Background: an optimization exercise with open tools, aiming at a short achievable clock period and few clock cycles. Do not read the settings as production practice. The RTL was checked by simulation tests, not by an equivalence proof against the original design. No activity file was given, so power comes from the tool's default toggle rates.

// SCPU
module SCPU(
	input wire clk,
	input wire rst,
	output wire inst_ren,
	output wire [31:0] inst_addr,
	input wire [31:0] inst_data,
	output wire mem_ren,
	output wire mem_wen,
	output wire [31:0] mem_addr,
	output wire [31:0] mem_dout,
	input wire [31:0] mem_din
	);
==> flow/config.mk <==
export PLATFORM = sky130hd
export DESIGN_NAME = SCPU
export DESIGN_NICKNAME = SCPU
export VERILOG_FILES = /design/flow/design.v
export SDC_FILE = /design/flow/constraint.sdc
export NUM_CORES = 4
export LEC_CHECK = 0
export CAP_MARGIN = 20
export CORE_MARGIN = 2
export CORE_UTILIZATION = 50
export SETUP_SLACK_MARGIN = 4.3
export SLEW_MARGIN = 20
export SYNTH_HIERARCHICAL = 1
export SYNTH_MINIMUM_KEEP_SIZE = 0
==> flow/constraint.sdc <==
create_clock -name core_clock -period 7.0 [get_ports {clk}]
set_input_delay 1.4000 -clock core_clock [delete_from_list [all_inputs] [get_ports {clk}]]
set_output_delay 1.4000 -clock core_clock [all_outputs]
set_load 0.01 [all_outputs]
standard.sh (not shown) runs the stock make flow with config.mk's settings and CLKGATE_MAP_FILE= SYNTH_SCRIPT=/design/flow/synth_recipe.tcl, a recipe that flattens the netlist after the stock synthesis.
==> flow/flow/run.sh <==
#!/bin/bash
# The standard layout (standard.sh: the standard flow's own ORFS flow, synthesis included),
# with more cells on the platform's don't-use list: a222oi_1, which the
# library has only in size 1, so that neither synthesis nor timing repair
# leaves a weak 6-input and-or gate on a path it cannot upsize; and the
# 4-input or / nor gates, whose four series p-transistors make them slow.
set -euo pipefail
DONT_USE="sky130_fd_sc_hd__probe_p_8 sky130_fd_sc_hd__probec_p_8 sky130_fd_sc_hd__lpflow_bleeder_1 sky130_fd_sc_hd__lpflow_clkbufkapwr_1 sky130_fd_sc_hd__lpflow_clkbufkapwr_16 sky130_fd_sc_hd__lpflow_clkbufkapwr_2 sky130_fd_sc_hd__lpflow_clkbufkapwr_4 sky130_fd_sc_hd__lpflow_clkbufkapwr_8 sky130_fd_sc_hd__lpflow_clkinvkapwr_1 sky130_fd_sc_hd__lpflow_clkinvkapwr_16 sky130_fd_sc_hd__lpflow_clkinvkapwr_2 sky130_fd_sc_hd__lpflow_clkinvkapwr_4 sky130_fd_sc_hd__lpflow_clkinvkapwr_8 sky130_fd_sc_hd__lpflow_decapkapwr_12 sky130_fd_sc_hd__lpflow_decapkapwr_3 sky130_fd_sc_hd__lpflow_decapkapwr_4 sky130_fd_sc_hd__lpflow_decapkapwr_6 sky130_fd_sc_hd__lpflow_decapkapwr_8 sky130_fd_sc_hd__lpflow_inputiso0n_1 sky130_fd_sc_hd__lpflow_inputiso0p_1 sky130_fd_sc_hd__lpflow_inputiso1n_1 sky130_fd_sc_hd__lpflow_inputiso1p_1 sky130_fd_sc_hd__lpflow_inputisolatch_1 sky130_fd_sc_hd__lpflow_isobufsrc_1 sky130_fd_sc_hd__lpflow_isobufsrc_16 sky130_fd_sc_hd__lpflow_isobufsrc_2 sky130_fd_sc_hd__lpflow_isobufsrc_4 sky130_fd_sc_hd__lpflow_isobufsrc_8 sky130_fd_sc_hd__lpflow_isobufsrckapwr_16 sky130_fd_sc_hd__lpflow_lsbuf_lh_hl_isowell_tap_1 sky130_fd_sc_hd__lpflow_lsbuf_lh_hl_isowell_tap_2 sky130_fd_sc_hd__lpflow_lsbuf_lh_hl_isowell_tap_4 sky130_fd_sc_hd__lpflow_lsbuf_lh_isowell_4 sky130_fd_sc_hd__lpflow_lsbuf_lh_isowell_tap_1 sky130_fd_sc_hd__lpflow_lsbuf_lh_isowell_tap_2 sky130_fd_sc_hd__lpflow_lsbuf_lh_isowell_tap_4 sky130_fd_sc_hd__a222oi_1 sky130_fd_sc_hd__or4_1 sky130_fd_sc_hd__or4_2 sky130_fd_sc_hd__or4_4 sky130_fd_sc_hd__or4b_1 sky130_fd_sc_hd__or4b_2 sky130_fd_sc_hd__or4b_4 sky130_fd_sc_hd__or4bb_1 sky130_fd_sc_hd__or4bb_2 sky130_fd_sc_hd__or4bb_4 sky130_fd_sc_hd__nor4_1 sky130_fd_sc_hd__nor4_2 sky130_fd_sc_hd__nor4_4 sky130_fd_sc_hd__nor4b_1 sky130_fd_sc_hd__nor4b_2 sky130_fd_sc_hd__nor4b_4 sky130_fd_sc_hd__nor4bb_1 sky130_fd_sc_hd__nor4bb_2 sky130_fd_sc_hd__nor4bb_4"
bash standard.sh "DONT_USE_CELLS=$DONT_USE" finish > standard_make.log 2>&1
Testbench counts at the start, summed over its fixed seeds: cycles 47,365.
Then changed:
--- a/flow/design.v
+++ b/flow/design.v
@@ -93,21 +93,25 @@
 		end
 	endgenerate
 	wire [32*31-1:0] rf_flat;
 	genvar g;
 	generate
 		for (g = 1; g < 32; g = g + 1) begin : rf_out
 			assign rf_flat[32*(g-1) +: 32] = rf[g];
 		end
 	endgenerate
 	wire [31:0] ra, rb;
-	scpu_rfread u_rd(.rs(inst_data[25:21]), .rt(inst_data[20:16]), .rf(rf_flat), .ra(ra), .rb(rb));
+	wire [31:1] rsel_a, rsel_b;
+	scpu_rfdec u_da(.r(inst_data[25:21]), .sel(rsel_a));
+	scpu_rfdec u_db(.r(inst_data[20:16]), .sel(rsel_b));
+	scpu_rfsel u_ra(.sel(rsel_a), .rf(rf_flat), .o(ra));
+	scpu_rfsel u_rb(.sel(rsel_b), .rf(rf_flat), .o(rb));
 	wire [31:0] e_res;
 	wire [3:0]  ss, sd, sl, sh;
 	scpu_xearly u_xe(.a(x_a), .b(x_b), .lnk(x_lnk), .op(x_op), .fa(fa), .fb(fb), .useimm(f_useimm),
 		.e_res(e_res), .ss(ss), .sd(sd), .sl(sl), .sh(sh));
 	wire [3:0] sa, sv;
 	wire [4:0] sb;
 	scpu_opctl u_oc(.rs(inst_data[25:21]), .rt(inst_data[20:16]), .m_wen(m_wen), .m_rd(m_rd),
 		.m_load(m_load), .fa(fa), .fb(fb), .useimm(f_useimm), .sa(sa), .sb(sb), .sv(sv));
 	wire [31:0] e_a, e_b, e_bv;
 	scpu_opsel u_os(.sa(sa), .sb(sb), .sv(sv), .e_res(e_res), .mem_din(mem_din), .m_res(m_res),
@@ -497,30 +501,44 @@
 	output wire [7:0] o
 	);
 	wire mispredict;
 	scpu_mis u_mis(.eq(eq), .jeq(jeq), .br(br), .beq(beq), .bpred(bpred), .jreg(jreg),
 		.mispredict(mispredict));
 	wire s_fix  = ~rst & mispredict;
 	wire s_hold = ~rst & ~mispredict & lu_stall;
 	wire s_pred = ~rst & ~mispredict & ~lu_stall;
 	assign o = ({8{s_fix}} & fix) | ({8{s_hold}} & hold) | ({8{s_pred}} & pred);
 endmodule
-module scpu_rfread(
-	input wire [4:0] rs,
-	input wire [4:0] rt,
+module scpu_rfdec(
+	input wire [4:0] r,
+	output wire [31:1] sel
+	);
+	genvar k;
+	generate
+		for (k = 1; k < 32; k = k + 1) begin : d
+			assign sel[k] = (r == k);
+		end
+	endgenerate
+endmodule
+module scpu_rfsel(
+	input wire [31:1] sel,
 	input wire [32*31-1:0] rf,
-	output wire [31:0] ra,
-	output wire [31:0] rb
+	output wire [31:0] o
 	);
-	wire [32*32-1:0] regs = {rf, 32'd0};
-	assign ra = regs[32*rs +: 32];
-	assign rb = regs[32*rt +: 32];
+	integer k;
+	reg [31:0] acc;
+	always @(*) begin
+		acc = 32'd0;
+		for (k = 1; k < 32; k = k + 1)
+			acc = acc | ({32{sel[k]}} & rf[32*(k-1) +: 32]);
+	end
+	assign o = acc;
 endmodule
 module ks32_l1(
 	input wire [31:0] g,
 	input wire [31:0] p,
 	output wire [31:1] go,
 	output wire [31:1] po
 	);
 	assign go = g[31:1] | (p[31:1] & g[30:0]);
 	assign po = p[31:1] & p[30:0];
 endmodule
After rerunning: Global-route usage increases by 4.0 points. Die area decreases by a few percent. Total power decreases by a few percent. First-iteration DRC count increases by about a fifth. Clock skew decreases by 37 ps. Cell area decreases by a few percent.
Testbench counts after the change, summed over its fixed seeds: cycles 47,365.

[separate check: timing with driven ports]
The flow's constraints put no driver on any port. The routed layouts listed below were extracted and timed again, unchanged, in two steps. Step 1: set_driving_cell puts a clkbuf_16 on clk and a buf_2 on each other input, an assumption about the parent block. Step 2, shift: input delay + t, output delay - t, t = (earliest + latest rising clock arrival at the registers) / 2. This alone moves slack from input paths to output paths. Slacks: ideal / step 1 / step 2; pairs: ideal / step 1.
run	t, ns	slack for setup (ns)	worst setup path after step 2	slew at the worst register clock pin (ns)
the first run	0.916	3.897 / 3.396 / 2.479	input to register	0.07 / 0.07
the second run	0.913	3.581 / 3.359 / 2.445	input to register	0.07 / 0.07
After both steps every run listed still meets setup and hold. For the first run, which loses most, drivers alone change the setup slack by -0.501 ns; drivers and shift together by -1.418 ns.
